This is an optimization exercise on Yosys and OpenROAD, whose aim is a short achievable clock period and few clock cycles, not a production implementation.
In this exercise RTL edits were held to simulation tests only and were not proved equivalent to the original.
Power and IR drop assume default switching activity.

[flow/config.mk]
export PLATFORM = sky130hd
export DESIGN_NAME = risc16
export DESIGN_NICKNAME = risc16
export VERILOG_FILES = /design/flow/design.v
export SDC_FILE = /design/flow/constraint.sdc
export NUM_CORES = 4
export LEC_CHECK = 0
export ABC_CLOCK_PERIOD_IN_PS = 1500
export CAP_MARGIN = 20
export CORE_MARGIN = 2
export CORE_UTILIZATION = 40
export SETUP_SLACK_MARGIN = 5
export SLEW_MARGIN = 20
export TNS_END_PERCENT = 100
[flow/constraint.sdc]
create_clock -name core_clock -period 10.0 [get_ports {clk}]
set_input_delay 2.0000 -clock core_clock [delete_from_list [all_inputs] [get_ports {clk}]]
set_output_delay 2.0000 -clock core_clock [all_outputs]
set_load 0.01 [all_outputs]
[flow/design.v]
module alu(
           input [15:0] a,
           input [15:0] b,
           output [15:0] sum,
           output [15:0] nand_out
       );
add16 adder(.a(a), .b(b), .sum(sum));
assign nand_out = ~(a & b);
endmodule
module add16(
           input [15:0] a,
           input [15:0] b,
           output [15:0] sum
       );
wire [15:0] p0 = a ^ b;
wire [15:0] g0 = a & b;
wire [15:0] g1, p1, g2, p2, g3, p3, g4;
genvar i;
generate
    for (i = 0; i < 16; i = i + 1)
    begin : lvl
        if (i >= 1)
        begin : l1
            assign g1[i] = g0[i] | (p0[i] & g0[i-1]);
            assign p1[i] = p0[i] & p0[i-1];
        end
        else
        begin : l1n
            assign g1[i] = g0[i];
            assign p1[i] = p0[i];
        end
        if (i >= 2)
        begin : l2
            assign g2[i] = g1[i] | (p1[i] & g1[i-2]);
            assign p2[i] = p1[i] & p1[i-2];
        end
        else
        begin : l2n
            assign g2[i] = g1[i];
            assign p2[i] = p1[i];
        end
        if (i >= 4)
        begin : l3
            assign g3[i] = g2[i] | (p2[i] & g2[i-4]);
            assign p3[i] = p2[i] & p2[i-4];
        end
        else
        begin : l3n
            assign g3[i] = g2[i];
            assign p3[i] = p2[i];
        end
        if (i >= 8)
        begin : l4
            assign g4[i] = g3[i] | (p3[i] & g3[i-8]);
        end
        else
        begin : l4n
            assign g4[i] = g3[i];
        end
    end
endgenerate
assign sum = p0 ^ {g4[14:0], 1'b0};
endmodule
module gpr(
           input clk,
           input rst,
           input [7:1] we,
           input [15:0] wdata,
           input [7:1] sel_a,
           input [7:1] sel_b,
           input [7:1] sel_c,
           output [15:0] rd_a,
           output [15:0] rd_b,
           output [15:0] rd_c,
           output [15:0] outrega
       );
reg [15:0] r[7:1];
integer i;
always @(posedge clk)
begin
    if (rst)
    begin
        for (i = 1; i < 8; i = i + 1)
            r[i] <= 16'd0;
    end
    else
    begin
        for (i = 1; i < 8; i = i + 1)
            if (we[i])
                r[i] <= wdata;
    end
end
reg [15:0] a, b, c;
always @(*)
begin
    a = 16'd0;
    b = 16'd0;
    c = 16'd0;
    for (i = 1; i < 8; i = i + 1)
    begin
        a = a | ({16{sel_a[i]}} & r[i]);
        b = b | ({16{sel_b[i]}} & r[i]);
        c = c | ({16{sel_c[i]}} & r[i]);
    end
end
assign rd_a = a;
assign rd_b = b;
assign rd_c = c;
assign outrega = r[1];
endmodule
module ctrl(
           input [15:0] ir,
           output [7:1] sel_a,      
           output [7:1] sel_b,      
           output use_imm,          
           output [7:1] sel_c,      
           output [7:1] we,         
           output w_sum, w_nand, w_lui, w_ld, w_link,
           output is_sw, is_lw, is_beq, is_jalr
       );
wire [2:0] op = ir[15:13];
wire [7:0] dec_a = 8'd1 << ir[12:10];
wire [7:0] dec_b = 8'd1 << ir[9:7];
wire [7:0] dec_c = 8'd1 << ir[2:0];
wire op_add  = (op == 3'b000);
wire op_addi = (op == 3'b001);
wire op_nand = (op == 3'b010);
wire op_lui  = (op == 3'b011);
wire op_sw   = (op == 3'b100);
wire op_lw   = (op == 3'b101);
wire op_beq  = (op == 3'b110);
wire op_jalr = (op == 3'b111);
wire writes = ~(op_sw | op_beq);
assign sel_a = dec_b[7:1];
assign sel_b = (op_add | op_nand) ? dec_c[7:1] : 7'd0;
assign use_imm = op_addi | op_sw;
assign sel_c = dec_a[7:1];
assign we = writes ? dec_a[7:1] : 7'd0;
assign w_sum = op_add | op_addi;
assign w_nand = op_nand;
assign w_lui = op_lui;
assign w_ld = op_lw;
assign w_link = op_jalr;
assign is_sw = op_sw;
assign is_lw = op_lw;
assign is_beq = op_beq;
assign is_jalr = op_jalr;
endmodule
module risc16 (
           input clk,
           input rst,
           input extern_halt,
           input [15:0] ir,
           input [15:0] data_in,
           output[15:0] pc_out,
           output[15:0] outRegA,
           output [15:0] addr,
           output [15:0] data_bus,
           output mem_rw
       );
parameter PROG_START = 16'h000F;
wire halt = extern_halt;
reg [15:0] pc;
assign pc_out = pc;
wire [15:0] f_pc1 = pc + 16'd1;
wire [7:1] d_sel_a, d_sel_b, d_sel_c, d_we;
wire d_use_imm, d_w_sum, d_w_nand, d_w_lui, d_w_ld, d_w_link;
wire d_is_sw, d_is_lw, d_is_beq, d_is_jalr;
ctrl cpu_ctrl(
         .ir(ir),
         .sel_a(d_sel_a),
         .sel_b(d_sel_b),
         .use_imm(d_use_imm),
         .sel_c(d_sel_c),
         .we(d_we),
         .w_sum(d_w_sum),
         .w_nand(d_w_nand),
         .w_lui(d_w_lui),
         .w_ld(d_w_ld),
         .w_link(d_w_link),
         .is_sw(d_is_sw),
         .is_lw(d_is_lw),
         .is_beq(d_is_beq),
         .is_jalr(d_is_jalr)
     );
reg [7:1]  e_we;
reg [2:0]  e_dest;      
reg        e_wen;       
reg        e_w_sum, e_w_nand, e_w_lui, e_w_ld, e_w_link;
reg        e_is_sw;
reg        e_beq;       
reg        e_jalr;      
reg [9:0]  e_imm;
reg [15:0] e_pc1;
reg [15:0] op_a, op_b, op_c;    
reg [15:0] addr_r, data_r;
reg        rw_r;
reg        buf_v;
reg [15:0] buf_addr, buf_data;
assign addr = addr_r;
assign data_bus = data_r;
assign mem_rw = rw_r;
wire [15:0] rd_a, rd_b, rd_c;
wire [15:0] wdata;
gpr cpu_gpr(
        .clk(clk),
        .rst(rst),
        .we(e_we & {7{~halt}}),
        .wdata(wdata),
        .sel_a(d_sel_a),
        .sel_b(d_sel_b),
        .sel_c(d_sel_c),
        .rd_a(rd_a),
        .rd_b(rd_b),
        .rd_c(rd_c),
        .outrega(outRegA)
    );
wire fwd_a = e_wen & (ir[9:7] == e_dest);
wire fwd_b = e_wen & (ir[2:0] == e_dest) & ~ir[15] & ~ir[13];    
wire fwd_c = e_wen & (ir[12:10] == e_dest);
wire [15:0] b_reg = rd_b | ({16{d_use_imm}} & {9'd0, ir[6:0]});
wire [15:0] a_next = fwd_a ? wdata : rd_a;
wire [15:0] b_next = fwd_b ? wdata : b_reg;
wire [15:0] c_next = fwd_c ? wdata : rd_c;
wire [15:0] sum, nand_out;
alu cpu_alu(
        .a(op_a),
        .b(op_b),
        .sum(sum),
        .nand_out(nand_out)
    );
wire fwd = buf_v && (buf_addr == addr_r);
wire [15:0] ld_data = fwd ? buf_data : data_in;
assign wdata = ({16{e_w_sum}} & sum)
             | ({16{e_w_nand}} & nand_out)
             | ({16{e_w_lui}} & {e_imm, 6'd0})
             | ({16{e_w_ld}} & ld_data)
             | ({16{e_w_link}} & e_pc1);
wire eq = (op_c == op_a);
wire [15:0] e_bt;
add16 bt_adder(.a(e_pc1), .b({9'd0, e_imm[6:0]}), .sum(e_bt));
wire mispredict = (e_beq & eq) | e_jalr;
wire [15:0] e_target = e_jalr ? op_a : e_bt;
wire st_new = e_is_sw;
wire ld_next = d_is_lw;
integer i;
always @(posedge clk)
begin
    if (rst)
    begin
        pc <= PROG_START;
        e_we <= 7'd0;
        e_wen <= 1'b0;
        e_is_sw <= 1'b0;
        e_beq <= 1'b0;
        e_jalr <= 1'b0;
        rw_r <= 1'b0;
        addr_r <= 16'd0;
        data_r <= 16'd0;
        buf_v <= 1'b0;
    end
    else if (!halt)
    begin
        pc <= (d_is_jalr & fwd_a & ~mispredict) ? wdata :
              (mispredict ? e_target : f_pc1);
        e_we <= mispredict ? 7'd0 : d_we;
        e_dest <= ir[12:10];
        e_wen <= |d_we & ~mispredict;
        e_w_sum <= d_w_sum;
        e_w_nand <= d_w_nand;
        e_w_lui <= d_w_lui;
        e_w_ld <= d_w_ld;
        e_w_link <= d_w_link;
        e_is_sw <= d_is_sw & ~mispredict;
        e_beq <= d_is_beq & (ir[6:0] != 7'd0) & ~mispredict;
        e_jalr <= d_is_jalr & ~fwd_a & ~mispredict;
        e_imm <= ir[9:0];
        e_pc1 <= f_pc1;
        op_a <= a_next;
        op_b <= b_next;
        op_c <= c_next;
        if (ld_next)
        begin
            addr_r <= {6'd0, ir[9:0]};
            rw_r <= 1'b0;
            if (st_new)
            begin
                buf_v <= 1'b1;
                buf_addr <= sum;
                buf_data <= op_c;
            end
        end
        else if (buf_v)
        begin
            addr_r <= buf_addr;
            data_r <= buf_data;
            rw_r <= 1'b1;
            buf_v <= st_new;
            buf_addr <= sum;
            buf_data <= op_c;
        end
        else if (st_new)
        begin
            addr_r <= sum;
            data_r <= op_c;
            rw_r <= 1'b1;
        end
        else
            rw_r <= 1'b0;
    end
end
endmodule
[flow/flow/run.sh]
#!/bin/bash
set -euo pipefail
bash standard.sh SETUP_SLACK_MARGIN=8 finish > standard.log 2>&1
[flow/standard.sh]
#!/bin/bash
# synth_recipe.tcl (not shown) runs the flow's synth.tcl, then flattens the netlist and writes it again
# the make line also repeats each setting of config.mk as NAME=value (left out here)
make -C /OpenROAD-flow-scripts/flow DESIGN_CONFIG=/design/flow/config.mk WORK_HOME=/design/flow/orfs CLKGATE_MAP_FILE= SYNTH_SCRIPT=/design/flow/synth_recipe.tcl "${@:-finish}"
==> summary.md, run 1 <==
- finished clean — run status
- 100 — IO Pins
- input port — type of origin of the critical path
- done — clock tree from TritonCTS
- 570 ps — latest clock arrival within the worst-skew pair
- 9.73 um2 — Syn Area/Cell
- 3850 ps — data arrival at the endpoint of the critical path
- 73 — number of distinct library cells after synthesis
- 6550 ps — Worst Slack Setup Final
- o21ai_0 — critical path's slowest cell
- true — setup repair after global routing missed its margin
- 37,100 um — routed length on met2
- 0.931 — routability-driven placement congestion ratio
- 40,700 um2 — die area
- 17,620 — vias post-DR
- 290 MHz — upper clock frequency limit
- 5130 ps — post-place setup slack
- 3 — Syn. warnings
- 29,800 um — met1 wire length
- reg2reg — Tightest Hold Check Type
- 16,468 — vias in the first global route
- 38,600 um2 — Floorplan Core Area
- 54.7% — ratio of cells with drive above 1 in the final layout
- 287 — clock sink count
- 15,600 um2 — area of the mapped netlist
- 6.78 — Via-to-Cell Ratio
- 11,300 um — met3 routed WL
- 0% — share of flip-flops with an asynchronous set or reset
- 38.3% — Total GRT Usage
- 8 — total iterations of the first detailed-routing run
- 104 uV — Peak supply drop
- clkbuf_16 — CTS root buf
- 60 ps — clk slew on worst S/H paths
- buf_6 — most common library cell in the layout ignoring fill and taps
- 1130 ps — worst slew pin tran
- 0 — remaining design rule violation count
- buf_6, buf_4, nor2_1, a211oi_2, edfxtp_1 — commonest cells after routing, fill and taps aside
- 202 um — Die Width
- 99 — count of port buffers added during placement
- 44.0% — sequential cell area fraction in the yosys report
- 0 — hold-fix buffer count after cts
- 35 — Num CTS Buffers
- 2,644 — drt initial violations
- 114,000 um — global-route wire length before repair
- 88,300 um — wirelength, routed
- 124 nW/um2 — power density cells
- 0 — max-cap check violation count
- 40,900 um — Detail Placement HPWL
- in2reg — type of the setup path with the least slack
- 6 — number of antenna violations at the first check in global routing
- 114 — number of synthesized flops with an enable pin
- 46 — maximum number of pins on one net before global-route repair
- 10,400 ps — required time worst endpoint
- 1,608 — Post-Synthesis Cells
- 34.0 um — drt wl/cell
- 0 — hold violation count in the final report
- 6940 ps — reg-to-reg setup timing slack
- 0.0101 uW — Pleak
- 0 — residual antenna-violating net count after detailed routing
- met5 — highest metal used
- 34.5% — period utilization
- 25.0 ps — Clock Skews
- 40.5% — initial standard-cell utilization of the core
- 23.8% — relative max-transition margin
- 2 — number of H-tree levels
- 2,111 — fin nets
- 287 — number of synthesized register bits
- 0 ps — total negative slack
- dfxtp_1 — top_reg_cell synth
- 880 ps — worst stage delay on the critical path
- 3450 ps — minimum period implied by the final worst setup slack
- 202 um — overall die height
- 1,669 — Synthesized Nets
- 72 — number of core rows
- buf_12 > buf_4 > buf_16 > mux2i_1 > o21ai_0 > a211oi_2 > a21oi_1 — series of cell instances along the critical path
- 10 — largest fanout of any net on the critical path
- register — endpoint class of the critical path
- 0 — Congestion Overflow GR
- 0 — count of endpoints failing setup in the final report
- 72.8% — layout overhead on the synthesized area
- 3 — number of buffers on the longest clock path
- 0 — Max Transition Viols Final
final timing paths:
path	start	endpoint	depth (start not counted)
max reg2reg	op_a[1]	pc[5]	10
min	rw_r	rw_r	2
min reg2reg	rw_r	rw_r	2
max	ir[0]	op_b[7]	7
routing by layer:
metal	vias to the layer above	GRT usage, %
met1	8472	44.8
met4	2	31.0
li1	7000	-
met5	-	0
met3	629	11.3
met2	1517	58.5
through the flow:
stage	total power, uW	hold slack, ps	instances	util (%)	instance area (um2)
6_report	3360	453	2598	69.9	27000
2_1_floorplan	1580	417	1608	-	17300
3_5_place_dp	1710	434	2124	46.7	18000
5_1_grt	3420	492	2594	69.9	27000
4_1_cts	3230	448	2509	65.0	25100
3_3_place_gp	1710	428	2123	46.6	18000
registers in the layout, summed over array words and instances, names as in the netlist, 3 cells and up:
signal / cells
cpu_gpr.r: 112
addr_r: 16
buf_addr: 16
buf_data: 16
data_r: 16
e_pc1: 16
op_a: 16
op_b: 16
op_c: 16
pc: 16
e_imm: 10
e_we: 7
e_dest: 3
repair_timing:
item,CTS,global route
gates cloned,54,17
endpoints found under the setup margin,429,422
gates resized for setup,935,209
buffers inserted,268,68
pin swaps,168,186
cells in the mapped netlist (all sizes together), types with 3 or more instances:
cell type / instances / area (um2)
a22o: 6 / 52.6
a211o: 6 / 52.6
nand2b: 10 / 62.6
a21o: 9 / 67.6
clkbuf: 111 / 417
nor4: 4 / 25.0
o21bai: 5 / 37.5
and3: 5 / 31.3
nand4: 18 / 119
and4: 4 / 35.0
edfxtp: 114 / 3420
a32oi: 4 / 35.0
a211oi: 143 / 1080
a221o: 13 / 130
or3: 5 / 31.3
a22oi: 60 / 455
or2: 4 / 25.0
mux4: 19 / 428
inv: 31 / 116
mux2: 44 / 499
and2: 4 / 25.0
o31ai: 5 / 42.5
a31oi: 5 / 31.3
nor2b: 19 / 119
o22ai: 5 / 31.3
nand2: 93 / 349
o221ai: 8 / 70.1
a2111oi: 4 / 72.6
mux2i: 65 / 651
o31a: 3 / 26.3
nand3: 21 / 105
o211ai: 22 / 165
dfxtp: 173 / 3460
xnor2: 60 / 526
nor3: 20 / 100
xor2: 24 / 210
a32o: 4 / 40.0
o21a: 5 / 37.5
a221oi: 39 / 367
buf: 26 / 129
o21ai: 65 / 329
ha: 24 / 300
nor2: 204 / 766
a21oi: 78 / 398
kinds of logic (layout without fill, tap and decap cells):
family / count (synthesis) / in the layout / synth area share, %
mux: 128 / 128 / 10.1
compound gates: 499 / 501 / 23.1
other cells: 0 / 4 / 0
xor+xnor: 84 / 84 / 4.70
fa+ha+maj: 26 / 26 / 2.18
buf+inv: 169 / 632 / 4.26
simple gates: 415 / 418 / 11.7
flops: 287 / 287 / 44.0
critical path: cells and delay by family:
kind,cells,cell delay (ps)
AOI/OAI and AO/OA,3,1280
muxes,1,130
buffers and inverters,3,420
final cells by class:
class                   instances  area (um2)
repair buffers                524        6900
diodes                          4        10.0
clock inverters                 9        97.6
multi-input cells            1157       10800
repair inverters               13         236
fillers                      2481       11600
clock buffers                  54        1060
well taps                     518         648
flip-flops and latches        287        7050
inverters                      32         171
where the power goes:
part,switching [uW],total (uW),internal [uW]
combinational,400,745,344
clock,538,1320,782
sequential,43.2,1300,1250
total,982,3360,2380
Testbench counts, summed over its fixed seeds: cycles 7,513.
==> run 2: changes to the inputs <==
==> flow/flow/run.sh (replaced) <==
#!/bin/bash
set -euo pipefail
bash standard.sh SETUP_SLACK_MARGIN=6.5 finish > standard.log 2>&1
==> summary.md, run 2 <==
- finished clean — run status, unchanged
- 44.0% — sequential cell area fraction in the yosys report, unchanged
- clkbuf_16 — CTS root buf, unchanged
- dlygate4sd2_1 — critical path's slowest cell, was o21ai_0
- 0 ps — total negative slack, unchanged
- 1 — number of antenna violations at the first check in global routing, was 6
- 40,700 um2 — die area, unchanged
- 4930 ps — post-place setup slack, was 5130 ps
- 6540 ps — Worst Slack Setup Final, was 6550 ps
- 10,330 ps — required time worst endpoint, was 10,400 ps
- dfxtp_1 — leading area contributor after synthesis, unchanged
- 1,631 — drt initial violations, was 2,644
- 17,100 um2 — Cell Area, Placed, was 18,000 um2
- 39,500 um — Detail Placement HPWL, was 40,900 um
- 202 um — Die Width, unchanged
- 151 nW/um2 — power density cells, was 124 nW/um2
- 440 ps — worst stage delay on the critical path, was 880 ps
- 287 — number of synthesized register bits, unchanged
- 73 — number of distinct library cells after synthesis, unchanged
- 6.26 — Via-to-Cell Ratio, was 6.78
- 86,600 um — global-route wire length before repair, was 114,000 um
- 100 — IO Pins, unchanged
- 15,600 um2 — area of the mapped netlist, unchanged
- 28.1% — Total GRT Usage, was 38.3%
- dfxtp_1 — top_reg_cell synth, unchanged
- 0 — max-cap check violation count, unchanged
- 9.73 um2 — Syn Area/Cell, unchanged
- reg2reg — Tightest Hold Check Type, unchanged
- 13,849 — vias post-DR, was 17,620
- 90 — maximum number of pins on one net before global-route repair, was 46
- 22.1% — area share of the largest cell type after synthesis, unchanged
- 72 — number of core rows, unchanged
- 18,900 um2 — post-route standard cell area excluding fillers, was 27,000 um2
- 3790 ps — data arrival at the endpoint of the critical path, was 3850 ps
- 1,669 — Synthesized Nets, unchanged
- nor2_1, dfxtp_1, a211oi_1 — synth cell count leaders, unchanged
- 14.7 ps — Clock Skews, was 25.0 ps
- 99 — count of port buffers added during placement, unchanged
- nor2_1 — most common library cell in the layout ignoring fill and taps, was buf_6
- 2 — total buffers and inverters traversed by the critical path, was 3
- 34.6% — period utilization, was 34.5%
- 0% — share of flip-flops with an asynchronous set or reset, unchanged
- 1,608 — Post-Synthesis Cells, unchanged
- 0 — Congestion Overflow GR, unchanged
- 3 — number of buffers on the longest clock path, unchanged
- cpu_gpr.r — register ranked first by flip-flop count, unchanged
- dlygate4sd2_1 > nor2_1 > nand2_2 > nor2_4 > buf_4 > a22o_1 > a221oi_1 > nand3_1 > nor2_1 > a21oi_1 — series of cell instances along the critical path, was buf_12 > buf_4 > buf_16 > mux2i_1 > o21ai_0 > a211oi_2 > a21oi_1
- 289 MHz — upper clock frequency limit, was 290 MHz
- 0 — hold violation count in the final report, unchanged
- true — setup repair after global routing missed its margin, unchanged
- 31 — Num CTS Buffers, was 35
- 287 — clock sink count, unchanged
- 59,300 um — wirelength, routed, was 88,300 um
- 112 — number of flip-flops under the largest register name, unchanged
- 2840 uW — sum of internal, switching and leakage power, was 3360 uW
- 3460 ps — minimum period implied by the final worst setup slack, was 3450 ps
- 40.5% — initial standard-cell utilization of the core, unchanged
- 12,906 — vias in the first global route, was 16,468
- 1,732 — fin nets, was 2,111
- 0 — residual antenna-violating net count after detailed routing, unchanged
- 0 — count of endpoints failing setup in the final report, unchanged
- 3 — Syn. warnings, unchanged
- nor2_1 — top-count cell post-synth, unchanged
- 590 ps — latest clock arrival within the worst-skew pair, was 570 ps
- simple AND/OR/NAND/NOR gates — largest delay contributor family on the critical path, was compound AO/OA/AOI/OAI gates
- done — clock tree from TritonCTS, unchanged
- 1150 ps — worst slew pin tran, was 1130 ps
- register — endpoint class of the critical path, unchanged
- in2reg — type of the setup path with the least slack, unchanged
- 0.00668 uW — Pleak, was 0.0101 uW
- 38,600 um2 — Floorplan Core Area, unchanged
- 202 um — overall die height, unchanged
- dfxtp_1, edfxtp_1, a211oi_1 — cell types occupying the most area after synthesis, unchanged
- 16.2% — ratio of cells with drive above 1 in the final layout, was 54.7%
- 20.6% — layout overhead on the synthesized area, was 72.8%
- input port — type of origin of the critical path, unchanged
- 23.1% — relative max-transition margin, was 23.8%
- 26.8 um — drt wl/cell, was 34.0 um
- 0 — Max Transition Viols Final, unchanged
- 0.916 — routability-driven placement congestion ratio, was 0.931
- nor2_1 — most prevalent standard cell on the critical path
- 8 — largest fanout of any net on the critical path, was 10
- 6 — total iterations of the first detailed-routing run, was 8
- 0 — remaining design rule violation count, unchanged
- 60 ps — clk slew on worst S/H paths, about the same
- 135 uV — Peak supply drop, was 104 uV
- nor2_1, dfxtp_1, a211oi_1, edfxtp_1, nand2_1 — commonest cells after routing, fill and taps aside, was buf_6, buf_4, nor2_1, a211oi_2, edfxtp_1
- 114 — number of synthesized flops with an enable pin, unchanged
- 1 — number of H-tree levels, was 2
==> run 2: cell counts after synthesis <==
Identical to the previous run, type by type.
==> run 2: power by group <==
| part | leakage (uW) | total, uW | internal (uW) | switching, uW |
|---|---|---|---|---|
| clock network | 0.000490 | 1140 | 657 | 485 |
| logic | 0.00371 | 393 | 151 | 242 |
| registers | 0.00248 | 1310 | 1260 | 48.8 |
| total | 0.00668 | 2840 | 2070 | 777 |
==> run 2: layout make-up <==
class                   count  area (um2)
fillers                  3629       19800
clock buffers              46         923
multi-input cells        1155        8420
inverters                  32         159
flip-flops and latches    287        6930
repair buffers            164        1720
well taps                 518         648
clock inverters             9        70.1
diodes                      1        2.50
==> run 2: kinds of logic after synthesis <==
logic type,synth area share (%)
muxes,10.1
xor gates and xnor gates,4.70
AOI/OAI and AO/OA,23.1
adders and majority gates,2.18
DFF,44.0
buffers and inverters,4.26
and+or+nand+nor,11.7
==> run 2: worst paths after layout <==
path | cells past startpoint | endpoint | startpoint | slack (ps)
min | 2 | rw_r | rw_r | 440
max | 10 | op_b[3] | ir[15] | 6540
max reg2reg | 10 | op_a[12] | op_a[0] | 6600
min reg2reg | 2 | rw_r | rw_r | 440
==> run 2: repair_timing <==
action	in CTS	in global routing
pin swaps	10	4
setup endpoints to repair	241	70
setup buffers	16	7
gates cloned	4	5
resized for setup	137	34
hold buffers	0	0
==> run 2: per-stage QoR <==
stage	instances	util, %	hold WS [ps]
4_1_cts	2199	48.0	448
3_5_place_dp	2124	44.2	433
2_1_floorplan	1608	-	417
5_1_grt	2211	48.8	473
3_3_place_gp	2122	44.2	429
6_report	2212	48.8	444
==> run 2: layer usage <==
metal	global-route usage, %	part of all wire (%)	vias up
met4	12.6	5.4	0
met5	0	0	-
met2	43.0	44	792
met3	4.84	8.2	173
li1	-	-	6206
met1	38.9	42	6678
==> run 2: tightest hold or removal path: stages, from the launching register on <==
cell     delay, ps
dfxtp_1        310
nand2_1         50
nand2_1         40
==> run 3: changes to the inputs <==
==> flow/flow/run.sh (replaced) <==
#!/bin/bash
set -euo pipefail
bash standard.sh SETUP_SLACK_MARGIN=7.5 finish > standard.log 2>&1
==> summary.md, run 3 <==
- finished clean — run status, unchanged
- 38,600 um2 — Floorplan Core Area, unchanged
- cpu_gpr.r — register ranked first by flip-flop count, unchanged
- 2,691 — filler cell count in the final layout, was 3,629
- 39.2% — Reg power frac, was 46.0%
- 3 — number of buffers on the longest clock path, unchanged
- 22.1% — area share of the largest cell type after synthesis, unchanged
- 40,700 um2 — die area, unchanged
- 43.9 ps — Clock Skews, was 14.7 ps
- 15,600 um2 — area of the mapped netlist, unchanged
- nor2_1 — top-count cell post-synth, unchanged
- 202 um — overall die height, unchanged
- 66.5% — layout overhead on the synthesized area, was 20.6%
- 33.0 um — drt wl/cell, was 26.8 um
- 0 — max-cap check violation count, unchanged
- 40.1% — clock share of power, was 40.2%
- 6980 ps — reg-to-reg setup timing slack, was 6600 ps
- 17,099 — vias post-DR, was 13,849
- op_a[9] — capture point of the worst reg-to-reg path, was op_a[12]
- rw_r — sink of the worst hold path, unchanged
- 39,800 um — Detail Placement HPWL, was 39,500 um
- 1,669 — Synthesized Nets, unchanged
- 202 um — Die Width, unchanged
- 10,320 ps — required time worst endpoint, was 10,330 ps
- 1,608 — Post-Synthesis Cells, unchanged
- done — clock tree from TritonCTS, unchanged
- 83,300 um — wirelength, routed, was 59,300 um
- 51.9% — ratio of cells with drive above 1 in the final layout, was 16.2%
- 2,120 — number of cells in the design after placement, was 2,124
- 1190 ps — worst slew pin tran, was 1150 ps
- 0% — share of flip-flops with an asynchronous set or reset, unchanged
- 979 uW — switching power total, was 777 uW
- 0 ps — total negative slack, unchanged
- 2,041 — fin nets, was 1,732
- 116,000 um — global-route wire length before repair, was 86,600 um
- 72 — number of core rows, unchanged
- 20 — largest fanout of any net on the critical path, was 8
- 2340 uW — Internal Dissipation, was 2070 uW
- buf_6 — most common library cell in the layout ignoring fill and taps, was nor2_1
- 100 — IO Pins, unchanged
- 29.5% — switching share of power, was 27.3%
- 0 — Max Transition Viols Final, unchanged
- 73 — number of distinct library cells after synthesis, unchanged
- 0 — remaining design rule violation count, unchanged
- 39.1% — Total GRT Usage, was 28.1%
- nor2_1, dfxtp_1, a211oi_1 — synth cell count leaders, unchanged
- 0 — residual antenna-violating net count after detailed routing, unchanged
- 2,528 — number of cells in the finished layout apart from fillers, was 2,212
- 33.7% — period utilization, was 34.6%
- buf_6, buf_4, nor2_1, a211oi_2, edfxtp_1 — commonest cells after routing, fill and taps aside, was nor2_1, dfxtp_1, a211oi_1, edfxtp_1, nand2_1
- 2 — number of H-tree levels, was 1
- 590 ps — latest clock arrival within the worst-skew pair, about the same
- register — endpoint class of the critical path, unchanged
- reg2reg — Tightest Hold Check Type, unchanged
- 6.76 — Via-to-Cell Ratio, was 6.26
- 2 — number of antenna violations at the first check in global routing, was 1
- 12 — worst reg2reg path depth, was 10
- 36 — Num CTS Buffers, was 31
- 3370 ps — minimum period implied by the final worst setup slack, was 3460 ps
- rw_r — startpoint of the tightest hold check path, unchanged
- 128 nW/um2 — power density cells, was 151 nW/um2
- 297 MHz — upper clock frequency limit, was 289 MHz
- 3680 ps — data arrival at the endpoint of the critical path, was 3790 ps
- 40.5% — initial standard-cell utilization of the core, unchanged
- in2reg — type of the setup path with the least slack, unchanged
- op_b[4] — worst reg2reg path startpoint, was op_a[0]
- dfxtp_1 — leading area contributor after synthesis, unchanged
- true — setup repair after global routing missed its margin, unchanged
- dfxtp_1 — top_reg_cell synth, unchanged
- 3 — Syn. warnings, unchanged
- input port — type of origin of the critical path, unchanged
- 16,686 — vias in the first global route, was 12,906
- 0.900 — routability-driven placement congestion ratio, was 0.916
- 44.0% — sequential cell area fraction in the yosys report, unchanged
- dfxtp_1, edfxtp_1, a211oi_1 — cell types occupying the most area after synthesis, unchanged
- 0 — hold violation count in the final report, unchanged
- 10,700 um2 — area used by multi-input combinational logic, was 8420 um2
- 99 — count of port buffers added during placement, unchanged
- 7040 um2 — Seq. cell area, was 6930 um2
- 9.73 um2 — Syn Area/Cell, unchanged
- 2 — Hold Path Cell Cnt, unchanged
- 2,457 — drt initial violations, was 1,631
- 10 — total iterations of the first detailed-routing run, was 6
- clkbuf_16 — CTS root buf, unchanged
- 0.00969 uW — Pleak, was 0.00668 uW
- 287 — clock sink count, unchanged
- 114 — number of synthesized flops with an enable pin, unchanged
- 20.6% — relative max-transition margin, was 23.1%
- 20.8% — Logic pwr share, was 13.8%
- 0 — Congestion Overflow GR, unchanged
- 287 — number of synthesized register bits, unchanged
- 148 uV — Peak supply drop, was 135 uV
- 0 — count of endpoints failing setup in the final report, unchanged
- 75 — maximum number of pins on one net before global-route repair, was 90
- 112 — number of flip-flops under the largest register name, unchanged
- 70 ps — clk slew on worst S/H paths, was 60 ps
==> run 3: cell counts after synthesis <==
No cell type changed its count.
==> run 3: layout make-up <==
class                      instances  share of cell area [%]
sequential                       287                    27.0
timing repair inverter            11                   0.879
tap                              518                    2.49
clock buffer                      52                    4.25
inverter                          32                   0.654
clock inverter                    14                   0.336
multi-input combinational       1158                    41.0
antenna                            2                  0.0192
timing repair buffer             454                    23.4
==> run 3: routing by layer <==
| metal | global-route usage (%) | vias to the layer above | share of wire [%] | routed length [um] |
|---|---|---|---|---|
| li1 | - | 6860 | - | - |
| met1 | 46.5 | 8228 | 34 | 28200 |
| met2 | 58.5 | 1434 | 42 | 35300 |
| met3 | 12.1 | 573 | 13 | 10600 |
| met4 | 31.5 | 4 | 11 | 9220 |
| met5 | 0 | - | 0.032 | 27 |
==> run 3: cells by family after synthesis <==
family	count (synthesis)	synth area share, %
DFF	287	44.0
AOI/OAI and AO/OA	499	23.1
muxes	128	10.1
buffers and inverters	169	4.26
xor gates and xnor gates	84	4.70
and+or+nand+nor	415	11.7
adders and majority gates	26	2.18
==> run 3: how the worst max path moves through the flow <==
| stage | slack, ps | from | endpoint |
|---|---|---|---|
| final | 6630 | ir[0] | op_b[7] |
| after global routing | 6690 | ir[0] | op_b[7] |
| after global placement | 5080 | ir[0] | op_b[10] |
| after detailed placement | 4960 | ir[0] | op_b[3] |
| after CTS | 6930 | ir[7] | pc[0] |
| after floorplan | 6380 | ir[15] | buf_addr[0] |
==> run 3: power groups by stage <==
stage,Sequential (uW),Combinational [uW],Clock [uW]
3_3_place_gp,1330,373,0
5_1_grt,1300,707,1380
3_5_place_dp,1330,376,0
2_1_floorplan,1310,275,0
4_1_cts,1300,603,1320
6_report,1300,690,1330
==> run 3: per-stage QoR <==
stage	utilization [%]	hold slack [ps]	setup slack [ps]	power [uW]	instance area (um2)
3_5_place_dp	46.0	436	4960	1710	17800
5_1_grt	67.4	482	6690	3390	26000
4_1_cts	64.4	453	6930	3220	24900
2_1_floorplan	-	417	6380	1580	17100
6_report	67.4	464	6630	3320	26000
3_3_place_gp	46.0	429	5080	1700	17800
==> run 3: worst max-delay path, stage by stage <==
cell and delay [ps]:
buf_6 250, xor2_2 600, nor3_4 90, buf_12 190, a211oi_1 420, a21oi_1 110
==> run 3: timing repair <==
action / 4_1_cts / 5_1_grt
setup endpoints to repair: 417 / 402
setup buffers: 231 / 45
gates cloned: 58 / 6
pin swaps: 142 / 120
hold buffers: 0 / 0
gates resized for setup: 1002 / 153
==> run 4: changes to the inputs <==
==> flow/flow/run.sh (replaced) <==
#!/bin/bash
set -euo pipefail
bash standard.sh SETUP_SLACK_MARGIN=7 finish > standard.log 2>&1
--- a/flow/config.mk
+++ b/flow/config.mk
@@ -6,8 +6,7 @@
 export NUM_CORES = 4
 export LEC_CHECK = 0
-export ABC_CLOCK_PERIOD_IN_PS = 1500
 export CAP_MARGIN = 20
 export CORE_MARGIN = 2
-export CORE_UTILIZATION = 40
+export CORE_UTILIZATION = 50
 export SETUP_SLACK_MARGIN = 5
 export SLEW_MARGIN = 20
==> summary.md, run 4 <==
- 95,900 um — global-route wire length before repair, was 116,000 um
- 112 — number of flip-flops under the largest register name, unchanged
- 22,000 um2 — post-route standard cell area excluding fillers, was 26,000 um2
- 6.74 — Via-to-Cell Ratio, was 6.76
- 24.7% — relative max-transition margin, was 20.6%
- 0.974 — routability-driven placement congestion ratio, was 0.900
- dfxtp_1, edfxtp_1, a211oi_1 — cell types occupying the most area after synthesis, unchanged
- 30,700 um2 — Floorplan Core Area, was 38,600 um2
- 32,700 um2 — die area, was 40,700 um2
- 138 nW/um2 — power density cells, was 128 nW/um2
- 68,100 um — wirelength, routed, was 83,300 um
- 15,600 um2 — area of the mapped netlist, unchanged
- nor2_1 — top-count cell post-synth, unchanged
- 181 um — Die Width, was 202 um
- 26.6 ps — Clock Skews, was 43.9 ps
- 114 — number of synthesized flops with an enable pin, unchanged
- 3 — number of buffers on the longest clock path, unchanged
- reg2reg — Tightest Hold Check Type, unchanged
- 0 — max-cap check violation count, unchanged
- true — setup repair after global routing missed its margin, unchanged
- in2reg — type of the setup path with the least slack, unchanged
- 44.0% — sequential cell area fraction in the yosys report, unchanged
- 15,307 — vias post-DR, was 17,099
- 31.9% — period utilization, was 33.7%
- 3190 ps — minimum period implied by the final worst setup slack, was 3370 ps
- 0 — residual antenna-violating net count after detailed routing, unchanged
- 1130 ps — worst slew pin tran, was 1190 ps
- buf_12 > buf_12 > xnor2_2 > nand4_1 > buf_12 > or2_4 > nand3_4 > o22ai_2 > a211o_1 > o21ai_1 — series of cell instances along the critical path, was buf_6 > xor2_2 > nor3_4 > buf_12 > a211oi_1 > a21oi_1
- 2 — number of H-tree levels, unchanged
- 30.0 um — drt wl/cell, was 33.0 um
- 0 — Max Transition Viols Final, unchanged
- 129 uV — Peak supply drop, was 148 uV
- 0% — share of flip-flops with an asynchronous set or reset, unchanged
- 540 ps — latest clock arrival within the worst-skew pair, was 590 ps
- 51.0% — initial standard-cell utilization of the core, was 40.5%
- nor2_1, dfxtp_1, a211oi_1 — synth cell count leaders, unchanged
- nor2_1, buf_4, a211oi_1, edfxtp_1, dfxtp_1 — commonest cells after routing, fill and taps aside, was buf_6, buf_4, nor2_1, a211oi_2, edfxtp_1
- 0 — hold-fix buffer count after cts, unchanged
- 181 um — overall die height, was 202 um
- 17,200 um2 — Cell Area, Placed, was 17,800 um2
- dfxtp_1 — leading area contributor after synthesis, unchanged
- 100 — IO Pins, unchanged
- 1,896 — drt initial violations, was 2,457
- input port — type of origin of the critical path, unchanged
- 1,608 — Post-Synthesis Cells, unchanged
- 1 — number of antenna violations at the first check in global routing, was 2
- 60 ps — clk slew on worst S/H paths, was 70 ps
- 287 — number of synthesized register bits, unchanged
- buf_12 — most prevalent standard cell on the critical path
- 0 — Congestion Overflow GR, unchanged
- 0 — # diodes, was 2
- 34 — Num CTS Buffers, was 36
- 6 — total iterations of the first detailed-routing run, was 10
- 0 — remaining design rule violation count, unchanged
- register — endpoint class of the critical path, unchanged
- 3640 ps — data arrival at the endpoint of the critical path, was 3680 ps
- 3 — Syn. warnings, unchanged
- nor2_1 — most common library cell in the layout ignoring fill and taps, was buf_6
- 310 ps — worst stage delay on the critical path, was 600 ps
- finished clean — run status, unchanged
- 39.3% — Total GRT Usage, was 39.1%
- 313 MHz — upper clock frequency limit, was 297 MHz
- 9.73 um2 — Syn Area/Cell, unchanged
- dfxtp_1 — top_reg_cell synth, unchanged
- 64 — number of core rows, was 72
- 40.9% — layout overhead on the synthesized area, was 66.5%
- 0 — hold violation count in the final report, unchanged
- 14,315 — vias in the first global route, was 16,686
- 10,450 ps — required time worst endpoint, was 10,320 ps
- clkbuf_16 — CTS root buf, unchanged
- 22.1% — area share of the largest cell type after synthesis, unchanged
- 68 — maximum number of pins on one net before global-route repair, was 75
- 36.7% — ratio of cells with drive above 1 in the final layout, was 51.9%
- 99 — count of port buffers added during placement, unchanged
- or2_4 — critical path's slowest cell, was xor2_2
- 73 — number of distinct library cells after synthesis, unchanged
- 4 — largest fanout of any net on the critical path, was 20
- 1,912 — fin nets, was 2,041
- 0 — count of endpoints failing setup in the final report, unchanged
- done — clock tree from TritonCTS, unchanged
- 2,225 — filler cell count in the final layout, was 2,691
- 0 ps — total negative slack, unchanged
- 0.00830 uW — Pleak, was 0.00969 uW
- cpu_gpr.r — register ranked first by flip-flop count, unchanged
- 1,669 — Synthesized Nets, unchanged
- 38,400 um — Detail Placement HPWL, was 39,800 um
- 287 — clock sink count, unchanged
[run 4: cell count changes in the layout (fill, tap and decap cells not counted), sizes merged, moves of 2 or more]
cell / before / now
clkinvlp: 4 / 2
diode: 2 / 0
dlygate4sd2: 6 / 8
clkinv: 17 / 11
nor2b: 19 / 22
dlymetal6s2s: 0 / 8
clkbuf: 52 / 57
clkdlybuf4s15: 6 / 0
buf: 435 / 301
bufbuf: 7 / 11
clkdlybuf4s50: 0 / 4
inv: 36 / 30
[run 4: logic make-up after synthesis]
kind of cell               share of synthesized area [%]
AOI/OAI and AO/OA                                   23.1
and+or+nand+nor                                     11.7
DFF                                                 44.0
buffers and inverters                               4.26
muxes                                               10.1
xor gates and xnor gates                            4.70
adders and majority gates                           2.18
[run 4: worst paths after layout]
kind | slack (ps) | cells after the start | startpoint | endpoint
max | 6810 | 10 | ir[8] | pc[12]
max reg2reg | 6970 | 12 | op_b[1] | cpu_gpr.r[2][15]
min | 440 | 2 | rw_r | rw_r
min reg2reg | 440 | 2 | rw_r | rw_r
[run 4: where the power goes]
| group | internal [uW] | total, uW | switching (uW) |
|---|---|---|---|
| Combinational | 251 | 562 | 311 |
| Sequential | 1250 | 1300 | 44.2 |
| Clock | 683 | 1190 | 509 |
| Total | 2190 | 3050 | 864 |
[run 4: through the flow]
stage / utilization, % / hold slack, ps / setup WS [ps] / instances / power [uW]
2_1_floorplan: - / 417 / 6380 / 1608 / 1560
3_3_place_gp: 56.0 / 428 / 5420 / 1994 / 1690
3_5_place_dp: 56.2 / 436 / 5340 / 1997 / 1690
4_1_cts: 68.8 / 442 / 6860 / 2229 / 2990
5_1_grt: 71.9 / 479 / 6760 / 2272 / 3120
6_report: 71.9 / 439 / 6810 / 2272 / 3050
[run 4: area by class of cell]
class	count	area, um2	share of cell area, %
clock inverter	10	50.0	0.227
sequential	287	7030	31.9
multi-input combinational	1157	9410	42.7
timing repair inverter	1	16.3	0.0738
timing repair buffer	338	3890	17.7
inverter	32	159	0.721
tap	396	495	2.25
clock buffer	51	987	4.48
[run 4: worst max-delay path: cells and delay by family]
family	cells	cell delay, ps
and+or+nand+nor	3	600
AOI/OAI and AO/OA	3	500
xor gates and xnor gates	1	130
buffers and inverters	3	400
[run 4: per-layer routing]
metal	share of wire [%]	track usage [%]
met5	0.022	0
met4	7.5	25.2
met3	11	8.83
met2	44	58.9
met1	38	51.2
[run 4: what timing repair did]
action	4_1_cts	5_1_grt
cloned	28	2
endpoints found under the setup margin	400	208
pin swaps	59	57
gates resized for setup	585	143
setup buffers	143	40
==> run 5: changes to the inputs <==
--- a/flow/config.mk
+++ b/flow/config.mk
@@ -8,5 +8,5 @@
 export CAP_MARGIN = 20
 export CORE_MARGIN = 2
-export CORE_UTILIZATION = 50
+export CORE_UTILIZATION = 30
 export SETUP_SLACK_MARGIN = 5
 export SLEW_MARGIN = 20
==> summary.md, run 5 <==
- register — endpoint class of the critical path, unchanged
- buf_8 > buf_12 > xnor2_4 > nand4_1 > buf_6 > or2_4 > buf_4 > nor2_4 > nand2_1 > a32o_1 — series of cell instances along the critical path, was buf_12 > buf_12 > xnor2_2 > nand4_1 > buf_12 > or2_4 > nand3_4 > o22ai_2 > a211o_1 > o21ai_1
- 70,300 um — wirelength, routed, was 68,100 um
- 0 — hold violation count in the final report, unchanged
- 0 — Max Transition Viols Final, unchanged
- 34 — Num CTS Buffers, unchanged
- 1,943 — fin nets, was 1,912
- 3250 ps — minimum period implied by the final worst setup slack, was 3190 ps
- 9 — total iterations of the first detailed-routing run, was 6
- 2,588 — number of cells in the finished layout apart from fillers, was 2,272
- 3 — Syn. warnings, unchanged
- dfxtp_1 — leading area contributor after synthesis, unchanged
- 44.0% — sequential cell area fraction in the yosys report, unchanged
- 2 — number of H-tree levels, unchanged
- 42.7% — relative max-transition margin, was 24.7%
- 0.989 — routability-driven placement congestion ratio, was 0.974
- 47.5% — layout overhead on the synthesized area, was 40.9%
- 1 — number of antenna violations at the first check in global routing, unchanged
- 0 — residual antenna-violating net count after detailed routing, unchanged
- 2,187 — drt initial violations, was 1,896
- 51,400 um2 — Floorplan Core Area, was 30,700 um2
- 112 — number of flip-flops under the largest register name, unchanged
- 857 ps — worst slew pin tran, was 1130 ps
- 6.06 — Via-to-Cell Ratio, was 6.74
- simple AND/OR/NAND/NOR gates — largest delay contributor family on the critical path, unchanged
- nor2_1, dfxtp_1, a211oi_1 — synth cell count leaders, unchanged
- 0 ps — total negative slack, unchanged
- 3 — number of buffers on the longest clock path, unchanged
- clkbuf_16 — CTS root buf, unchanged
- 73 — number of distinct library cells after synthesis, unchanged
- 15,600 um2 — area of the mapped netlist, unchanged
- 23.6% — Total GRT Usage, was 39.3%
- finished clean — run status, unchanged
- 4 — largest fanout of any net on the critical path, unchanged
- 550 ps — latest clock arrival within the worst-skew pair, was 540 ps
- 40,800 um — Detail Placement HPWL, was 38,400 um
- 32.5% — period utilization, was 31.9%
- nor2_1 — most common library cell in the layout ignoring fill and taps, unchanged
- 287 — number of synthesized register bits, unchanged
- 22.1% — area share of the largest cell type after synthesis, unchanged
- 99 — count of port buffers added during placement, unchanged
- 1,669 — Synthesized Nets, unchanged
- 2,277 — number of cells in the design after placement, was 1,997
- 0 — count of endpoints failing setup in the final report, unchanged
- in2reg — type of the setup path with the least slack, unchanged
- 0% — share of flip-flops with an asynchronous set or reset, unchanged
- 0.00847 uW — Pleak, was 0.00830 uW
- 10,440 ps — required time worst endpoint, was 10,450 ps
- 30.4% — initial standard-cell utilization of the core, was 51.0%
- 83 — number of core rows, was 64
- 232 um — Die Width, was 181 um
- input port — type of origin of the critical path, unchanged
- 0 — Congestion Overflow GR, unchanged
- 287 — clock sink count, unchanged
- 14,259 — vias in the first global route, was 14,315
- 138 nW/um2 — power density cells, about the same
- 4 — total buffers and inverters traversed by the critical path, was 3
- 0 — remaining design rule violation count, unchanged
- 0 — max-cap check violation count, unchanged
- 15,692 — vias post-DR, was 15,307
- 280 ps — worst stage delay on the critical path, was 310 ps
- 54,000 um2 — die area, was 32,700 um2
- 100 — IO Pins, unchanged
- 23.0 ps — Clock Skews, was 26.6 ps
- 232 um — overall die height, was 181 um
- 60 ps — clk slew on worst S/H paths, about the same
- 38.3% — ratio of cells with drive above 1 in the final layout, was 36.7%
- 85 — maximum number of pins on one net before global-route repair, was 68
- 307 MHz — upper clock frequency limit, was 313 MHz
- or2_4 — critical path's slowest cell, unchanged
- 1,608 — Post-Synthesis Cells, unchanged
- true — setup repair after global routing missed its margin, unchanged
- cpu_gpr.r — register ranked first by flip-flop count, unchanged
- 17,600 um2 — Cell Area, Placed, was 17,200 um2
- 96.0 uV — Peak supply drop, was 129 uV
- dfxtp_1 — top_reg_cell synth, unchanged
- done — clock tree from TritonCTS, unchanged
- reg2reg — Tightest Hold Check Type, unchanged
- 3700 ps — data arrival at the endpoint of the critical path, was 3640 ps
- 95,200 um — global-route wire length before repair, was 95,900 um
- 114 — number of synthesized flops with an enable pin, unchanged
- nor2_1 — top-count cell post-synth, unchanged
- nor2_1, buf_4, a211oi_1, edfxtp_1, dfxtp_1 — commonest cells after routing, fill and taps aside, unchanged
- 27.2 um — drt wl/cell, was 30.0 um
- 9.73 um2 — Syn Area/Cell, unchanged
- 23,100 um2 — post-route standard cell area excluding fillers, was 22,000 um2
- 44.9% — Final Util, was 71.9%
- dfxtp_1, edfxtp_1, a211oi_1 — cell types occupying the most area after synthesis, unchanged
-- run 5: layer usage --
layer	share of wire, %	vias up	global-route usage [%]	routed length, um
li1	-	6623	-	-
met1	37	7579	30.6	26300
met2	44	1185	37.0	31000
met3	12	303	5.42	8360
met4	6.7	2	11.2	4700
met5	0.037	-	0	26
-- run 5: cell type report --
class | count | area (um2)
inverters | 32 | 159
multi-input cells | 1159 | 9640
clock inverters | 14 | 185
well taps | 680 | 851
fillers | 4620 | 28300
diodes | 2 | 5.00
flip-flops and latches | 287 | 7050
repair inverters | 1 | 16.3
repair buffers | 367 | 4200
clock buffers | 46 | 968
-- run 5: worst reg2reg max path: stages, from the launching register on --
cell       delay (ps)
edfxtp_1          490
ha_4              310
a211oi_4          290
o21ai_2           130
a2111oi_4         350
buf_4             190
o31ai_4           100
buf_4             170
a21oi_2           180
xnor2_2           130
a21oi_4           310
buf_4             220
a211oi_1           90
-- run 5: stage by stage --
| stage | hold WS, ps | setup slack [ps] | power (uW) |
|---|---|---|---|
| after floorplan | 417 | 6380 | 1560 |
| after global placement | 428 | 4770 | 1690 |
| after detailed placement | 435 | 4690 | 1700 |
| after CTS | 449 | 6850 | 3100 |
| after global routing | 515 | 6680 | 3260 |
| final | 500 | 6750 | 3190 |
-- run 5: report_power, final --
| part | internal [uW] | switching, uW |
|---|---|---|
| registers | 1250 | 44.8 |
| clock network | 786 | 526 |
| logic | 257 | 322 |
-- run 5: kinds of logic after synthesis --
logic type / synth area share (%)
AOI/OAI and AO/OA: 23.1
xor gates and xnor gates: 4.70
adders and majority gates: 2.18
buffers and inverters: 4.26
DFF: 44.0
muxes: 10.1
and+or+nand+nor: 11.7
-- run 5: repair_timing --
item | CTS | global route
setup endpoints to repair | 400 | 263
setup buffers | 149 | 67
gates cloned | 18 | 13
pin swaps | 54 | 68
gates resized for setup | 655 | 143
hold buffers | 0 | 0
-- run 5: worst paths after layout --
path / start / to / slack, ps / cells past startpoint
min: addr_r[10] / addr_r[10] / 500 / 2
max reg2reg: op_b[1] / cpu_gpr.r[3][13] / 6910 / 12
max: ir[9] / pc[7] / 6750 / 10
min reg2reg: addr_r[10] / addr_r[10] / 500 / 2

[afterwards: timing with drivers on the ports]
Ports are ideal in the flow. The routed layouts listed here were re-timed in OpenROAD.
Step 1 (the two cells are an assumption about what drives the block):
set clk [get_ports {clk}]
set_driving_cell -lib_cell sky130_fd_sc_hd__clkbuf_16 $clk
set_driving_cell -lib_cell sky130_fd_sc_hd__buf_2 [delete_from_list [all_inputs] $clk]
Step 2 adds t to the input delays and takes it off the output delays; t is the mean of the earliest and latest rising clock arrival at the registers after step 1. Input paths then give back, and output paths get back, about the clock's delay inside the block.
Slacks: ideal ports / drivers / drivers and shift; pairs: ideal ports / drivers.
run | t, ns | slack for setup (ns) | worst data-port slew with drivers (ns) | cell pins on the clock port's net
run 1 | 0.605 | 6.552 / 6.558 / 5.953 | 0.23 | 1
run 2 | 0.639 | 6.543 / 6.490 / 5.939 | 0.04 | 1
run 3 | 0.625 | 6.630 / 6.634 / 6.009 | 0.27 | 1
run 4 | 0.579 | 6.810 / 6.821 / 6.242 | 0.07 | 1
run 5 | 0.594 | 6.746 / 6.755 / 6.161 | 0.10 | 1
After both steps setup and hold are still met in every run listed. The setup slack of run 3, which loses most, moves by +0.004 ns with the drivers and by -0.621 ns with both steps.
